Context: an optimization exercise on an open-source flow, tuned for small area. The choices shown serve that exercise and are no tape-out recipe.
In this exercise RTL edits were held to simulation tests only and were not proved equivalent to the original.
The flow treats the clock pin as an ideal source. Dropping or thinning the clock tree relies on that and would not hold on a real chip.
Power is estimated from default activity; no workload was simulated.

==> job 1091 <==
## HighClockToLowClock
module HighClockToLowClock(HighClock, resetn, HighFreq, LowFreq, LowClock);
clock: 100.0 ns
lec_check: 0
abc_clock_period_in_ps: 80000
cap_margin: 20
core_margin: 2
core_utilization: 45
gpl_timing_driven: 0
slew_margin: 20
standard.sh (not shown) runs the stock make flow with config.mk's settings and CLKGATE_MAP_FILE= SYNTH_SCRIPT=/design/flow/synth_recipe.tcl, a recipe that flattens the netlist after the stock synthesis.
==> flow/flow/run.sh <==
#!/bin/bash
# ORFS layout (the standard.sh) with these changes:
#  - after the standard synthesis, its next-state logic is re-mapped by hand
#    (flow/remap.py), keeping every register instance as synthesis made it; a
#    yosys equivalence check (flow/equiv.ys) against the standard netlist must
#    pass before the re-mapped netlist is used;
#  - every port gets the smallest buffer (buf_1);
#  - the clock tree is three clkbuf_4, each at the centre of its group of flip-flops
#    (flow/cts_small_tree.tcl), instead of an H-tree.
set -euo pipefail
here=$(pwd)
export BUFFER_PORTS_ARGS="-buffer_cell sky130_fd_sc_hd__buf_1"
export CLK_BUF_CELLS="sky130_fd_sc_hd__clkbuf_4 sky130_fd_sc_hd__clkbuf_4 sky130_fd_sc_hd__clkbuf_4"
export PRE_CTS_TCL="$here/flow/cts_small_tree.tcl"
YOSYS=$(command -v yosys || echo "$FLOW_HOME/../tools/install/yosys/bin/yosys")

bash standard.sh synth > synth.log 2>&1

res=$here/orfs/results/$FLOW_PLATFORM/HighClockToLowClock/base
cp "$res/1_2_yosys.v" "$here/standard_netlist.v"
python3 flow/remap.py "$here/standard_netlist.v" "$here/remapped.v" > remap.log 2>&1
sed -e "s|GOLD_V|$here/standard_netlist.v|" -e "s|GATE_V|$here/remapped.v|" \
  flow/equiv.ys > equiv_run.ys
"$YOSYS" -l equiv.log equiv_run.ys > /dev/null 2>&1
cp "$here/remapped.v" "$res/1_2_yosys.v"
rm -f "$res/1_synth.odb" "$res/1_synth.sdc"
echo "remapped netlist is equivalent to the standard synthesis; using it"

bash standard.sh > standard.log 2>&1
==> flow/flow/cts_small_tree.tcl <==
# Small clock tree: HighClock drives a few clock buffers ($::env(CLK_BUF_CELLS)),
# each driving one group of clock sinks. The sinks are sorted by x and split
# into contiguous groups sized in proportion to each buffer's drive strength;
# each buffer is placed at the centre of its group. Runs before ORFS's CTS
# step, which is then skipped.
set block [ord::get_db_block]
set clk_net [$block findNet HighClock]
set cells $::env(CLK_BUF_CELLS)

set sinks {}
foreach iterm [$clk_net getITerms] {
  set loc [[$iterm getInst] getLocation]
  lappend sinks [list [lindex $loc 0] [lindex $loc 1] $iterm]
}
set sinks [lsort -integer -index 0 $sinks]
set n [llength $sinks]

set total 0
foreach c $cells { incr total [lindex [split $c _] end] }

set start 0
set k 0
foreach c $cells {
  set drive [lindex [split $c _] end]
  incr k
  if { $k == [llength $cells] } {
    set end $n
  } else {
    set end [expr {$start + int(round(double($n) * $drive / $total))}]
  }
  set master [[ord::get_db] findMaster $c]
  set buf_inst [odb::dbInst_create $block $master clkbuf_$k]
  set leaf_net [odb::dbNet_create $block clknet_leaf_$k]
  $leaf_net setSigType CLOCK
  set sx 0
  set sy 0
  foreach s [lrange $sinks $start [expr {$end - 1}]] {
    set sx [expr {$sx + [lindex $s 0]}]
    set sy [expr {$sy + [lindex $s 1]}]
    set iterm [lindex $s 2]
    $iterm disconnect
    $iterm connect $leaf_net
  }
  set m [expr {$end - $start}]
  [$buf_inst findITerm A] connect $clk_net
  [$buf_inst findITerm X] connect $leaf_net
  $buf_inst setLocation [expr {$sx / $m}] [expr {$sy / $m}]
  $buf_inst setPlacementStatus PLACED
  puts "clock tree: $c drives $m clock sinks"
  set start $end
}

proc clock_tree_synthesis { args } {
  puts "clock_tree_synthesis skipped: the clock tree was built by cts_small_tree.tcl"
}
==> flow/flow/remap.py <==
#!/usr/bin/env python3
"""Rewrite the combinational logic of the standard synthesis netlist.

Reads the standard synthesis netlist (argv[1]) only to copy its register
instances (names, cell types and nets unchanged), and writes (argv[2]) a
netlist with the same registers and a hand-mapped next-state logic:

  ripple adder      {hit, s} = rn + LowFreq      (ha_1 + 31 fa_1)
  nsel              = resetn & ~hit              (nor2b_1, then buf_2)
  rn[i] next        = nsel ? s[i] : ~HighFreq[i] (nand2_1 + o21ai_0)
  LowClock next     = LowClock ^ hit             (xor2_1)

The flow checks the result against the standard netlist with a formal
equivalence check before using it.
"""
import re
import sys

src = open(sys.argv[1]).read()

# register instances of the standard netlist, copied verbatim
regs = {}
for m in re.finditer(r'\n(\s*sky130_fd_sc_hd__(df\w+)\s+(\S+)\s*\((.*?)\);)', src, re.S):
    body = m.group(4)
    pins = dict(re.findall(r'\.(\w+)\(([^()]*?)\s*\)', body))
    regs[m.group(3)] = (m.group(2), pins)

def find_reg(q):
    for name, (cell, pins) in regs.items():
        if pins.get('Q', '').strip() == q:
            return name, cell, pins
    raise SystemExit('remap: no register drives ' + q)

out = []
w = out.append
w('module HighClockToLowClock(HighClock, resetn, HighFreq, LowFreq, LowClock);')
w('  input HighClock;')
w('  input resetn;')
w('  input [31:0] HighFreq;')
w('  input [31:0] LowFreq;')
w('  output LowClock;')
w('  wire [32:1] c;')
w('  wire [31:0] s;')
w('  wire [31:0] t;')
w('  wire [31:0] d;')
w('  wire nsel_n;')
w('  wire nsel;')
w('  wire lc_d;')
for i in range(32):
    w('  wire \\rn[%d] ;' % i)
w('  sky130_fd_sc_hd__ha_1 add_0 (.A(LowFreq[0]), .B(\\rn[0] ), .COUT(c[1]), .SUM(s[0]));')
for i in range(1, 32):
    w('  sky130_fd_sc_hd__fa_1 add_%d (.A(LowFreq[%d]), .B(\\rn[%d] ), .CIN(c[%d]), .COUT(c[%d]), .SUM(s[%d]));'
      % (i, i, i, i, i + 1, i))
w('  sky130_fd_sc_hd__nor2b_1 nsel_g (.A(c[32]), .B_N(resetn), .Y(nsel_n));')
w('  sky130_fd_sc_hd__buf_2 nsel_buf (.A(nsel_n), .X(nsel));')
for i in range(32):
    w('  sky130_fd_sc_hd__nand2_1 mux_a_%d (.A(nsel), .B(s[%d]), .Y(t[%d]));' % (i, i, i))
    w('  sky130_fd_sc_hd__o21ai_0 mux_b_%d (.A1(HighFreq[%d]), .A2(nsel), .B1(t[%d]), .Y(d[%d]));'
      % (i, i, i, i))
w('  sky130_fd_sc_hd__xor2_1 lc_g (.A(LowClock), .B(c[32]), .X(lc_d));')
for i in range(32):
    name, cell, pins = find_reg('\\rn[%d]' % i)
    if cell != 'dfxtp_1':
        raise SystemExit('remap: unexpected register cell ' + cell)
    w('  sky130_fd_sc_hd__dfxtp_1 %s  (.CLK(HighClock), .D(d[%d]), .Q(\\rn[%d] ));' % (name, i, i))
name, cell, pins = find_reg('LowClock')
if cell != 'dfrtp_1':
    raise SystemExit('remap: unexpected register cell ' + cell)
w('  sky130_fd_sc_hd__dfrtp_1 %s  (.CLK(HighClock), .D(lc_d), .Q(LowClock), .RESET_B(resetn));' % name)
if len(regs) != 33:
    raise SystemExit('remap: expected 33 registers, found %d' % len(regs))
w('endmodule')
open(sys.argv[2], 'w').write('\n'.join(out) + '\n')
Other scripts of this flow, unchanged in this note and not shown: flow/flow/equiv.ys
==> job 3431 (differences from job 1091) <==
--- a/flow/flow/run.sh
+++ b/flow/flow/run.sh
@@ -6,11 +6,11 @@
 #    pass before the re-mapped netlist is used;
 #  - every port gets the smallest buffer (buf_1);
-#  - the clock tree is three clkbuf_4, each at the centre of its group of flip-flops
-#    (flow/cts_small_tree.tcl), instead of an H-tree.
+#  - the clock tree is one clkbuf_16 at the centre of the flip-flops
+#    (flow/cts_one_buffer.tcl) instead of an H-tree.
 set -euo pipefail
 here=$(pwd)
 export BUFFER_PORTS_ARGS="-buffer_cell sky130_fd_sc_hd__buf_1"
-export CLK_BUF_CELLS="sky130_fd_sc_hd__clkbuf_4 sky130_fd_sc_hd__clkbuf_4 sky130_fd_sc_hd__clkbuf_4"
-export PRE_CTS_TCL="$here/flow/cts_small_tree.tcl"
+export CLK_BUF_CELL=sky130_fd_sc_hd__clkbuf_16
+export PRE_CTS_TCL="$here/flow/cts_one_buffer.tcl"
 YOSYS=$(command -v yosys || echo "$FLOW_HOME/../tools/install/yosys/bin/yosys")
 
==> flow/flow/cts_one_buffer.tcl (new file) <==
# Clock tree of a single buffer: HighClock drives one clock buffer, which
# drives every clock sink. Runs before ORFS's CTS step, which is then skipped.
set clk_buf_cell $::env(CLK_BUF_CELL)
set block [ord::get_db_block]
set clk_net [$block findNet HighClock]
set master [[ord::get_db] findMaster $clk_buf_cell]
set buf_inst [odb::dbInst_create $block $master clkbuf_root]
set leaf_net [odb::dbNet_create $block clknet_leaf]
$leaf_net setSigType CLOCK
set sx 0
set sy 0
set n 0
foreach iterm [$clk_net getITerms] {
  set inst [$iterm getInst]
  set loc [$inst getLocation]
  set sx [expr {$sx + [lindex $loc 0]}]
  set sy [expr {$sy + [lindex $loc 1]}]
  incr n
  $iterm disconnect
  $iterm connect $leaf_net
}
[$buf_inst findITerm A] connect $clk_net
[$buf_inst findITerm X] connect $leaf_net
$buf_inst setLocation [expr {$sx / $n}] [expr {$sy / $n}]
$buf_inst setPlacementStatus PLACED
puts "cts_one_buffer: $clk_buf_cell drives $n clock sinks"

proc clock_tree_synthesis { args } {
  puts "clock_tree_synthesis skipped: the clock tree was built by cts_one_buffer.tcl"
}
--- a/flow/flow/remap.py
+++ b/flow/flow/remap.py
@@ -7,5 +7,5 @@
 
   ripple adder      {hit, s} = rn + LowFreq      (ha_1 + 31 fa_1)
-  nsel              = resetn & ~hit              (nor2b_1, then buf_2)
+  nsel              = resetn & ~hit              (nor2b_1)
   rn[i] next        = nsel ? s[i] : ~HighFreq[i] (nand2_1 + o21ai_0)
   LowClock next     = LowClock ^ hit             (xor2_1)
@@ -44,5 +44,4 @@
 w('  wire [31:0] t;')
 w('  wire [31:0] d;')
-w('  wire nsel_n;')
 w('  wire nsel;')
 w('  wire lc_d;')
@@ -53,6 +52,5 @@
     w('  sky130_fd_sc_hd__fa_1 add_%d (.A(LowFreq[%d]), .B(\\rn[%d] ), .CIN(c[%d]), .COUT(c[%d]), .SUM(s[%d]));'
       % (i, i, i, i, i + 1, i))
-w('  sky130_fd_sc_hd__nor2b_1 nsel_g (.A(c[32]), .B_N(resetn), .Y(nsel_n));')
-w('  sky130_fd_sc_hd__buf_2 nsel_buf (.A(nsel_n), .X(nsel));')
+w('  sky130_fd_sc_hd__nor2b_1 nsel_g (.A(c[32]), .B_N(resetn), .Y(nsel));')
 for i in range(32):
     w('  sky130_fd_sc_hd__nand2_1 mux_a_%d (.A(nsel), .B(s[%d]), .Y(t[%d]));' % (i, i, i))
--- a/flow/config.mk
+++ b/flow/config.mk
@@ -9,5 +9,5 @@
 export CAP_MARGIN = 20
 export CORE_MARGIN = 2
-export CORE_UTILIZATION = 45
-export GPL_TIMING_DRIVEN = 0
+export CORE_UTILIZATION = 75
+export PLACE_DENSITY = 0.85
 export SLEW_MARGIN = 20
removed: flow/flow/cts_small_tree.tcl
==> job 6259 (differences from job 1091) <==
--- a/flow/flow/run.sh
+++ b/flow/flow/run.sh
@@ -6,11 +6,11 @@
 #    pass before the re-mapped netlist is used;
 #  - every port gets the smallest buffer (buf_1);
-#  - the clock tree is three clkbuf_4, each at the centre of its group of flip-flops
-#    (flow/cts_small_tree.tcl), instead of an H-tree.
+#  - the clock tree is one clkbuf_16 at the centre of the flip-flops
+#    (flow/cts_one_buffer.tcl) instead of an H-tree.
 set -euo pipefail
 here=$(pwd)
 export BUFFER_PORTS_ARGS="-buffer_cell sky130_fd_sc_hd__buf_1"
-export CLK_BUF_CELLS="sky130_fd_sc_hd__clkbuf_4 sky130_fd_sc_hd__clkbuf_4 sky130_fd_sc_hd__clkbuf_4"
-export PRE_CTS_TCL="$here/flow/cts_small_tree.tcl"
+export CLK_BUF_CELL=sky130_fd_sc_hd__clkbuf_16
+export PRE_CTS_TCL="$here/flow/cts_one_buffer.tcl"
 YOSYS=$(command -v yosys || echo "$FLOW_HOME/../tools/install/yosys/bin/yosys")
 
==> flow/flow/cts_one_buffer.tcl (new file) <==
# Clock tree of a single buffer: HighClock drives one clock buffer, which
# drives every clock sink. Runs before ORFS's CTS step, which is then skipped.
set clk_buf_cell $::env(CLK_BUF_CELL)
set block [ord::get_db_block]
set clk_net [$block findNet HighClock]
set master [[ord::get_db] findMaster $clk_buf_cell]
set buf_inst [odb::dbInst_create $block $master clkbuf_root]
set leaf_net [odb::dbNet_create $block clknet_leaf]
$leaf_net setSigType CLOCK
set sx 0
set sy 0
set n 0
foreach iterm [$clk_net getITerms] {
  set inst [$iterm getInst]
  set loc [$inst getLocation]
  set sx [expr {$sx + [lindex $loc 0]}]
  set sy [expr {$sy + [lindex $loc 1]}]
  incr n
  $iterm disconnect
  $iterm connect $leaf_net
}
[$buf_inst findITerm A] connect $clk_net
[$buf_inst findITerm X] connect $leaf_net
$buf_inst setLocation [expr {$sx / $n}] [expr {$sy / $n}]
$buf_inst setPlacementStatus PLACED
puts "cts_one_buffer: $clk_buf_cell drives $n clock sinks"

proc clock_tree_synthesis { args } {
  puts "clock_tree_synthesis skipped: the clock tree was built by cts_one_buffer.tcl"
}
--- a/flow/flow/remap.py
+++ b/flow/flow/remap.py
@@ -7,5 +7,5 @@
 
   ripple adder      {hit, s} = rn + LowFreq      (ha_1 + 31 fa_1)
-  nsel              = resetn & ~hit              (nor2b_1, then buf_2)
+  nsel              = resetn & ~hit              (nor2b_1)
   rn[i] next        = nsel ? s[i] : ~HighFreq[i] (nand2_1 + o21ai_0)
   LowClock next     = LowClock ^ hit             (xor2_1)
@@ -44,5 +44,4 @@
 w('  wire [31:0] t;')
 w('  wire [31:0] d;')
-w('  wire nsel_n;')
 w('  wire nsel;')
 w('  wire lc_d;')
@@ -53,6 +52,5 @@
     w('  sky130_fd_sc_hd__fa_1 add_%d (.A(LowFreq[%d]), .B(\\rn[%d] ), .CIN(c[%d]), .COUT(c[%d]), .SUM(s[%d]));'
       % (i, i, i, i, i + 1, i))
-w('  sky130_fd_sc_hd__nor2b_1 nsel_g (.A(c[32]), .B_N(resetn), .Y(nsel_n));')
-w('  sky130_fd_sc_hd__buf_2 nsel_buf (.A(nsel_n), .X(nsel));')
+w('  sky130_fd_sc_hd__nor2b_1 nsel_g (.A(c[32]), .B_N(resetn), .Y(nsel));')
 for i in range(32):
     w('  sky130_fd_sc_hd__nand2_1 mux_a_%d (.A(nsel), .B(s[%d]), .Y(t[%d]));' % (i, i, i))
--- a/flow/config.mk
+++ b/flow/config.mk
@@ -9,5 +9,4 @@
 export CAP_MARGIN = 20
 export CORE_MARGIN = 2
-export CORE_UTILIZATION = 45
-export GPL_TIMING_DRIVEN = 0
+export CORE_UTILIZATION = 55
 export SLEW_MARGIN = 20
removed: flow/flow/cts_small_tree.tcl
==> comparison <==
Job 1091 ran to the end with no violations. Job 3431 aborted during global routing, error GRT-0232. Job 6259 completed with no timing, DRC or antenna violations. Of job 6259 and job 1091, job 1091 has the higher cell count (gap about 7%, measured against job 1091). Between job 1091 and job 6259, the lower first-iteration DRC count is in job 1091 (gap 16%, measured against job 6259). Of job 6259 and job 1091, job 6259 has the higher fmax (gap about 0.7%, measured against job 1091). Against job 6259, the area after synthesis of job 1091 is higher by 0.31%.
The clock cells of job 1091 and job 6259 come from the design's own scripts or RTL, not from TritonCTS.

* * *

==> trial 25 <==
==> flow/design.v <==
module HighClockToLowClock(HighClock, resetn, HighFreq, LowFreq, LowClock);
	input HighClock;
	input resetn;
	input [31:0] HighFreq;
	input [31:0] LowFreq;
	output reg LowClock;
	reg  [31:0] rn;
	wire [32:0] c;
	wire [31:0] s;
	assign c[0] = 1'b0;
	genvar i;
	generate
		for (i = 0; i < 32; i = i + 1) begin : add
			assign s[i]   = rn[i] ^ LowFreq[i] ^ c[i];
			assign c[i+1] = (rn[i] & LowFreq[i]) | (rn[i] & c[i]) | (LowFreq[i] & c[i]);
		end
	endgenerate
	wire hit = c[32];
	wire load = hit | !resetn;
	always @(posedge HighClock)
		rn <= load ? ~HighFreq : s;
	always @(posedge HighClock or negedge resetn)
		if (!resetn)
			LowClock <= 1'b0;
		else if (hit)
			LowClock <= !LowClock;
endmodule
==> flow/flow/run.sh <==
#!/bin/bash
# ORFS layout (the standard.sh) with these changes:
#  - after the standard synthesis, its next-state logic is re-mapped by hand
#    (flow/remap.py), keeping every register instance as synthesis made it; a
#    yosys equivalence check (flow/equiv.ys) against the standard netlist must
#    pass before the re-mapped netlist is used;
#  - every port gets the smallest buffer (buf_1);
#  - the clock tree is three clkbuf_4, each at the centre of its group of flip-flops
#    (flow/cts_small_tree.tcl), instead of an H-tree.
set -euo pipefail
here=$(pwd)
export BUFFER_PORTS_ARGS="-buffer_cell sky130_fd_sc_hd__buf_1"
export CLK_BUF_CELLS="sky130_fd_sc_hd__clkbuf_8 sky130_fd_sc_hd__clkbuf_4"
export PRE_CTS_TCL="$here/flow/cts_small_tree.tcl"
YOSYS=$(command -v yosys || echo "$FLOW_HOME/../tools/install/yosys/bin/yosys")

bash standard.sh synth > synth.log 2>&1

res=$here/orfs/results/$FLOW_PLATFORM/HighClockToLowClock/base
cp "$res/1_2_yosys.v" "$here/standard_netlist.v"
python3 flow/remap.py "$here/standard_netlist.v" "$here/remapped.v" > remap.log 2>&1
sed -e "s|GOLD_V|$here/standard_netlist.v|" -e "s|GATE_V|$here/remapped.v|" \
  flow/equiv.ys > equiv_run.ys
"$YOSYS" -l equiv.log equiv_run.ys > /dev/null 2>&1
cp "$here/remapped.v" "$res/1_2_yosys.v"
rm -f "$res/1_synth.odb" "$res/1_synth.sdc"
echo "remapped netlist is equivalent to the standard synthesis; using it"

bash standard.sh > standard.log 2>&1
==> flow/flow/cts_small_tree.tcl <==
# Small clock tree: HighClock drives a few clock buffers ($::env(CLK_BUF_CELLS)),
# each driving one group of clock sinks. The sinks are sorted by x and split
# into contiguous groups sized in proportion to each buffer's drive strength;
# each buffer is placed at the centre of its group. Runs before ORFS's CTS
# step, which is then skipped.
set block [ord::get_db_block]
set clk_net [$block findNet HighClock]
set cells $::env(CLK_BUF_CELLS)

set sinks {}
foreach iterm [$clk_net getITerms] {
  set loc [[$iterm getInst] getLocation]
  lappend sinks [list [lindex $loc 0] [lindex $loc 1] $iterm]
}
set sinks [lsort -integer -index 0 $sinks]
set n [llength $sinks]

set total 0
foreach c $cells { incr total [lindex [split $c _] end] }

set start 0
set k 0
foreach c $cells {
  set drive [lindex [split $c _] end]
  incr k
  if { $k == [llength $cells] } {
    set end $n
  } else {
    set end [expr {$start + int(round(double($n) * $drive / $total))}]
  }
  set master [[ord::get_db] findMaster $c]
  set buf_inst [odb::dbInst_create $block $master clkbuf_$k]
  set leaf_net [odb::dbNet_create $block clknet_leaf_$k]
  $leaf_net setSigType CLOCK
  set sx 0
  set sy 0
  foreach s [lrange $sinks $start [expr {$end - 1}]] {
    set sx [expr {$sx + [lindex $s 0]}]
    set sy [expr {$sy + [lindex $s 1]}]
    set iterm [lindex $s 2]
    $iterm disconnect
    $iterm connect $leaf_net
  }
  set m [expr {$end - $start}]
  [$buf_inst findITerm A] connect $clk_net
  [$buf_inst findITerm X] connect $leaf_net
  $buf_inst setLocation [expr {$sx / $m}] [expr {$sy / $m}]
  $buf_inst setPlacementStatus PLACED
  puts "clock tree: $c drives $m clock sinks"
  set start $end
}

proc clock_tree_synthesis { args } {
  puts "clock_tree_synthesis skipped: the clock tree was built by cts_small_tree.tcl"
}
==> flow/flow/equiv.ys <==
# Formal check: the remapped netlist (gate) against the standard synthesis (gold).
read_liberty -ignore_miss_func -ignore_miss_dir /OpenROAD-flow-scripts/flow/platforms/sky130hd/lib/sky130_fd_sc_hd__tt_025C_1v80.lib
read_verilog GOLD_V
rename HighClockToLowClock gold
read_verilog GATE_V
rename HighClockToLowClock gate
hierarchy -check
flatten gold gate
proc
opt_clean
async2sync
equiv_make gold gate equiv
hierarchy -top equiv
equiv_simple -seq 2
equiv_induct
equiv_status -assert
==> flow/flow/remap.py <==
#!/usr/bin/env python3
"""Rewrite the combinational logic of the standard synthesis netlist.

Reads the standard synthesis netlist (argv[1]) only to copy its register
instances (names, cell types and nets unchanged), and writes (argv[2]) a
netlist with the same registers and a hand-mapped next-state logic:

  ripple adder      {hit, s} = rn + LowFreq      (ha_1 + 31 fa_1)
  nsel              = resetn & ~hit              (nor2b_1, then buf_2)
  rn[i] next        = nsel ? s[i] : ~HighFreq[i] (nand2_1 + o21ai_0)
  LowClock next     = LowClock ^ hit             (xor2_1)

The flow checks the result against the standard netlist with a formal
equivalence check before using it.
"""
import re
import sys

src = open(sys.argv[1]).read()

# register instances of the standard netlist, copied verbatim
regs = {}
for m in re.finditer(r'\n(\s*sky130_fd_sc_hd__(df\w+)\s+(\S+)\s*\((.*?)\);)', src, re.S):
    body = m.group(4)
    pins = dict(re.findall(r'\.(\w+)\(([^()]*?)\s*\)', body))
    regs[m.group(3)] = (m.group(2), pins)

def find_reg(q):
    for name, (cell, pins) in regs.items():
        if pins.get('Q', '').strip() == q:
            return name, cell, pins
    raise SystemExit('remap: no register drives ' + q)

out = []
w = out.append
w('module HighClockToLowClock(HighClock, resetn, HighFreq, LowFreq, LowClock);')
w('  input HighClock;')
w('  input resetn;')
w('  input [31:0] HighFreq;')
w('  input [31:0] LowFreq;')
w('  output LowClock;')
w('  wire [32:1] c;')
w('  wire [31:0] s;')
w('  wire [31:0] t;')
w('  wire [31:0] d;')
w('  wire nsel_n;')
w('  wire nsel;')
w('  wire lc_d;')
for i in range(32):
    w('  wire \\rn[%d] ;' % i)
w('  sky130_fd_sc_hd__ha_1 add_0 (.A(LowFreq[0]), .B(\\rn[0] ), .COUT(c[1]), .SUM(s[0]));')
for i in range(1, 32):
    w('  sky130_fd_sc_hd__fa_1 add_%d (.A(LowFreq[%d]), .B(\\rn[%d] ), .CIN(c[%d]), .COUT(c[%d]), .SUM(s[%d]));'
      % (i, i, i, i, i + 1, i))
w('  sky130_fd_sc_hd__nor2b_1 nsel_g (.A(c[32]), .B_N(resetn), .Y(nsel_n));')
w('  sky130_fd_sc_hd__buf_2 nsel_buf (.A(nsel_n), .X(nsel));')
for i in range(32):
    w('  sky130_fd_sc_hd__nand2_1 mux_a_%d (.A(nsel), .B(s[%d]), .Y(t[%d]));' % (i, i, i))
    w('  sky130_fd_sc_hd__o21ai_0 mux_b_%d (.A1(HighFreq[%d]), .A2(nsel), .B1(t[%d]), .Y(d[%d]));'
      % (i, i, i, i))
w('  sky130_fd_sc_hd__xor2_1 lc_g (.A(LowClock), .B(c[32]), .X(lc_d));')
for i in range(32):
    name, cell, pins = find_reg('\\rn[%d]' % i)
    if cell != 'dfxtp_1':
        raise SystemExit('remap: unexpected register cell ' + cell)
    w('  sky130_fd_sc_hd__dfxtp_1 %s  (.CLK(HighClock), .D(d[%d]), .Q(\\rn[%d] ));' % (name, i, i))
name, cell, pins = find_reg('LowClock')
if cell != 'dfrtp_1':
    raise SystemExit('remap: unexpected register cell ' + cell)
w('  sky130_fd_sc_hd__dfrtp_1 %s  (.CLK(HighClock), .D(lc_d), .Q(LowClock), .RESET_B(resetn));' % name)
if len(regs) != 33:
    raise SystemExit('remap: expected 33 registers, found %d' % len(regs))
w('endmodule')
open(sys.argv[2], 'w').write('\n'.join(out) + '\n')
==> flow/standard.sh <==
#!/bin/bash
# synth_recipe.tcl (not shown) runs the flow's synth.tcl, then flattens the netlist and writes it again
# the make line also repeats each setting of config.mk as NAME=value (left out here)
make -C /OpenROAD-flow-scripts/flow DESIGN_CONFIG=/design/flow/config.mk WORK_HOME=/design/flow/orfs CLKGATE_MAP_FILE= SYNTH_SCRIPT=/design/flow/synth_recipe.tcl "${@:-finish}"
==> flow/config.mk <==
export PLATFORM = sky130hd
export DESIGN_NAME = HighClockToLowClock
export DESIGN_NICKNAME = HighClockToLowClock
export VERILOG_FILES = /design/flow/design.v
export SDC_FILE = /design/flow/constraint.sdc
export NUM_CORES = 4
export LEC_CHECK = 0
export ABC_CLOCK_PERIOD_IN_PS = 80000
export CAP_MARGIN = 20
export CORE_MARGIN = 2
export CORE_UTILIZATION = 45
export GPL_TIMING_DRIVEN = 0
export SLEW_MARGIN = 20
==> flow/constraint.sdc <==
create_clock -name core_clock -period 100.0 [get_ports {HighClock}]
set_input_delay 20.0000 -clock core_clock [delete_from_list [all_inputs] [get_ports {HighClock}]]
set_output_delay 20.0000 -clock core_clock [all_outputs]
set_load 0.01 [all_outputs]
==> trial 22: changes against trial 25 <==
--- a/flow/flow/run.sh
+++ b/flow/flow/run.sh
@@ -5,13 +5,13 @@
 #    yosys equivalence check (flow/equiv.ys) against the standard netlist must
 #    pass before the re-mapped netlist is used;
 #  - every port gets the smallest buffer (buf_1);
-#  - the clock tree is three clkbuf_4, each at the centre of its group of flip-flops
-#    (flow/cts_small_tree.tcl), instead of an H-tree.
+#  - the clock tree is one clkbuf_16 at the centre of the flip-flops
+#    (flow/cts_one_buffer.tcl) instead of an H-tree.
 set -euo pipefail
 here=$(pwd)
 export BUFFER_PORTS_ARGS="-buffer_cell sky130_fd_sc_hd__buf_1"
-export CLK_BUF_CELLS="sky130_fd_sc_hd__clkbuf_8 sky130_fd_sc_hd__clkbuf_4"
-export PRE_CTS_TCL="$here/flow/cts_small_tree.tcl"
+export CLK_BUF_CELL=sky130_fd_sc_hd__clkbuf_16
+export PRE_CTS_TCL="$here/flow/cts_one_buffer.tcl"
 YOSYS=$(command -v yosys || echo "$FLOW_HOME/../tools/install/yosys/bin/yosys")
 
 bash standard.sh synth > synth.log 2>&1
==> flow/flow/cts_one_buffer.tcl (new file) <==
# Clock tree of a single buffer: HighClock drives one clock buffer, which
# drives every clock sink. Runs before ORFS's CTS step, which is then skipped.
set clk_buf_cell $::env(CLK_BUF_CELL)
set block [ord::get_db_block]
set clk_net [$block findNet HighClock]
set master [[ord::get_db] findMaster $clk_buf_cell]
set buf_inst [odb::dbInst_create $block $master clkbuf_root]
set leaf_net [odb::dbNet_create $block clknet_leaf]
$leaf_net setSigType CLOCK
set sx 0
set sy 0
set n 0
foreach iterm [$clk_net getITerms] {
  set inst [$iterm getInst]
  set loc [$inst getLocation]
  set sx [expr {$sx + [lindex $loc 0]}]
  set sy [expr {$sy + [lindex $loc 1]}]
  incr n
  $iterm disconnect
  $iterm connect $leaf_net
}
[$buf_inst findITerm A] connect $clk_net
[$buf_inst findITerm X] connect $leaf_net
$buf_inst setLocation [expr {$sx / $n}] [expr {$sy / $n}]
$buf_inst setPlacementStatus PLACED
puts "cts_one_buffer: $clk_buf_cell drives $n clock sinks"

proc clock_tree_synthesis { args } {
  puts "clock_tree_synthesis skipped: the clock tree was built by cts_one_buffer.tcl"
}
--- a/flow/flow/remap.py
+++ b/flow/flow/remap.py
@@ -6,7 +6,7 @@
 netlist with the same registers and a hand-mapped next-state logic:
 
   ripple adder      {hit, s} = rn + LowFreq      (ha_1 + 31 fa_1)
-  nsel              = resetn & ~hit              (nor2b_1, then buf_2)
+  nsel              = resetn & ~hit              (nor2b_1)
   rn[i] next        = nsel ? s[i] : ~HighFreq[i] (nand2_1 + o21ai_0)
   LowClock next     = LowClock ^ hit             (xor2_1)
 
@@ -43,7 +43,6 @@
 w('  wire [31:0] s;')
 w('  wire [31:0] t;')
 w('  wire [31:0] d;')
-w('  wire nsel_n;')
 w('  wire nsel;')
 w('  wire lc_d;')
 for i in range(32):
@@ -52,8 +51,7 @@
 for i in range(1, 32):
     w('  sky130_fd_sc_hd__fa_1 add_%d (.A(LowFreq[%d]), .B(\\rn[%d] ), .CIN(c[%d]), .COUT(c[%d]), .SUM(s[%d]));'
       % (i, i, i, i, i + 1, i))
-w('  sky130_fd_sc_hd__nor2b_1 nsel_g (.A(c[32]), .B_N(resetn), .Y(nsel_n));')
-w('  sky130_fd_sc_hd__buf_2 nsel_buf (.A(nsel_n), .X(nsel));')
+w('  sky130_fd_sc_hd__nor2b_1 nsel_g (.A(c[32]), .B_N(resetn), .Y(nsel));')
 for i in range(32):
     w('  sky130_fd_sc_hd__nand2_1 mux_a_%d (.A(nsel), .B(s[%d]), .Y(t[%d]));' % (i, i, i))
     w('  sky130_fd_sc_hd__o21ai_0 mux_b_%d (.A1(HighFreq[%d]), .A2(nsel), .B1(t[%d]), .Y(d[%d]));'
GPL_TIMING_DRIVEN = unset   (was 0)
removed: flow/flow/cts_small_tree.tcl
==> build 15: changes against trial 25 <==
--- a/flow/flow/run.sh
+++ b/flow/flow/run.sh
@@ -5,13 +5,13 @@
 #    yosys equivalence check (flow/equiv.ys) against the standard netlist must
 #    pass before the re-mapped netlist is used;
 #  - every port gets the smallest buffer (buf_1);
-#  - the clock tree is three clkbuf_4, each at the centre of its group of flip-flops
-#    (flow/cts_small_tree.tcl), instead of an H-tree.
+#  - the clock tree is one clkbuf_16 at the centre of the flip-flops
+#    (flow/cts_one_buffer.tcl) instead of an H-tree.
 set -euo pipefail
 here=$(pwd)
 export BUFFER_PORTS_ARGS="-buffer_cell sky130_fd_sc_hd__buf_1"
-export CLK_BUF_CELLS="sky130_fd_sc_hd__clkbuf_8 sky130_fd_sc_hd__clkbuf_4"
-export PRE_CTS_TCL="$here/flow/cts_small_tree.tcl"
+export CLK_BUF_CELL=sky130_fd_sc_hd__clkbuf_16
+export PRE_CTS_TCL="$here/flow/cts_one_buffer.tcl"
 YOSYS=$(command -v yosys || echo "$FLOW_HOME/../tools/install/yosys/bin/yosys")
 
 bash standard.sh synth > synth.log 2>&1
==> flow/flow/cts_one_buffer.tcl (new file) <==
# Clock tree of a single buffer: HighClock drives one clock buffer, which
# drives every clock sink. Runs before ORFS's CTS step, which is then skipped.
set clk_buf_cell $::env(CLK_BUF_CELL)
set block [ord::get_db_block]
set clk_net [$block findNet HighClock]
set master [[ord::get_db] findMaster $clk_buf_cell]
set buf_inst [odb::dbInst_create $block $master clkbuf_root]
set leaf_net [odb::dbNet_create $block clknet_leaf]
$leaf_net setSigType CLOCK
set sx 0
set sy 0
set n 0
foreach iterm [$clk_net getITerms] {
  set inst [$iterm getInst]
  set loc [$inst getLocation]
  set sx [expr {$sx + [lindex $loc 0]}]
  set sy [expr {$sy + [lindex $loc 1]}]
  incr n
  $iterm disconnect
  $iterm connect $leaf_net
}
[$buf_inst findITerm A] connect $clk_net
[$buf_inst findITerm X] connect $leaf_net
$buf_inst setLocation [expr {$sx / $n}] [expr {$sy / $n}]
$buf_inst setPlacementStatus PLACED
puts "cts_one_buffer: $clk_buf_cell drives $n clock sinks"

proc clock_tree_synthesis { args } {
  puts "clock_tree_synthesis skipped: the clock tree was built by cts_one_buffer.tcl"
}
GPL_TIMING_DRIVEN = unset   (was 0)
removed: flow/flow/cts_small_tree.tcl
==> run summary <==
- The highest power belongs to build 15, the lowest to trial 25.
- In sequential power, trial 25 and trial 22 hardly differ.
- Of trial 22 and build 15, build 15 has the higher die area (gap 0.30%, measured against build 15).
- Sequential cell count is the same in trial 25 and trial 22.
- Between trial 25 and trial 22, the lower critical path depth is in trial 25 (gap 1).
==> figures <==
Met3 routing resource usage after global routing: trial 22 1.61%; build 15 0.893%; trial 25 1.61%
Post-route standard cell area excluding fillers: trial 22 1960 sq um; build 15 1960 sq um; trial 25 1930 sq um
Max Fanout on Critical Path: trial 22 33; build 15 39; trial 25 64
Switching share of power: trial 22 34.0%; build 15 34.0%; trial 25 34.4%
Fraction of standard cell area that is sequential: trial 22 34.0%; build 15 34.0%; trial 25 34.6%
Stage delay of the slowest cell on the critical path: trial 22 0.55 ns; build 15 0.48 ns; trial 25 0.68 ns
Logic pwr share: trial 22 39.3%; build 15 40.0%; trial 25 39.1%
Total Power: trial 22 41.7 uW; build 15 41.9 uW; trial 25 40.6 uW
Power density relative to cell area: trial 22 21.3 nW/um^2; build 15 21.4 nW/um^2; trial 25 21.1 nW/um^2
Run status: trial 22 complete, no violations; build 15 complete, no violations; trial 25 complete, no violations
Post-synthesis cell count: trial 22 131; build 15 132; trial 25 132
No run of this note takes its clock network from TritonCTS; it comes from the design's own scripts or RTL.

port drivers added, routing unchanged:
In the flow no input, the clock included, has a driving cell. The finished layouts below were timed again as built, in two steps. Step 1 (the two cells are an assumption about what drives the block):
set clk [get_ports {HighClock}]
set_driving_cell -lib_cell sky130_fd_sc_hd__clkbuf_16 $clk
set_driving_cell -lib_cell sky130_fd_sc_hd__buf_2 [delete_from_list [all_inputs] $clk]
Step 2 times the ports against the registers' clock, not the clock port: input delays grow and output delays shrink by t, the midpoint of the rising clock arrivals with the driver on. Three values: ideal, step 1, step 2; two values: the first two.
run	t (ns)	slack for setup (ns)	worst register clock-pin slew, ns
job 1091	0.199	66.457 / 66.466 / 66.268	0.11 / 0.11
job 6259	0.199	66.692 / 66.698 / 66.499	0.11 / 0.11
trial 25	0.205	66.471 / 66.480 / 66.276	0.12 / 0.12
trial 22	0.205	66.581 / 66.588 / 66.383	0.12 / 0.12
build 15	0.202	66.579 / 66.590 / 66.388	0.11 / 0.11
After both steps setup and hold are still met in every run listed. The setup slack of trial 22, which loses most, moves by +0.007 ns with the drivers and by -0.198 ns with both steps.
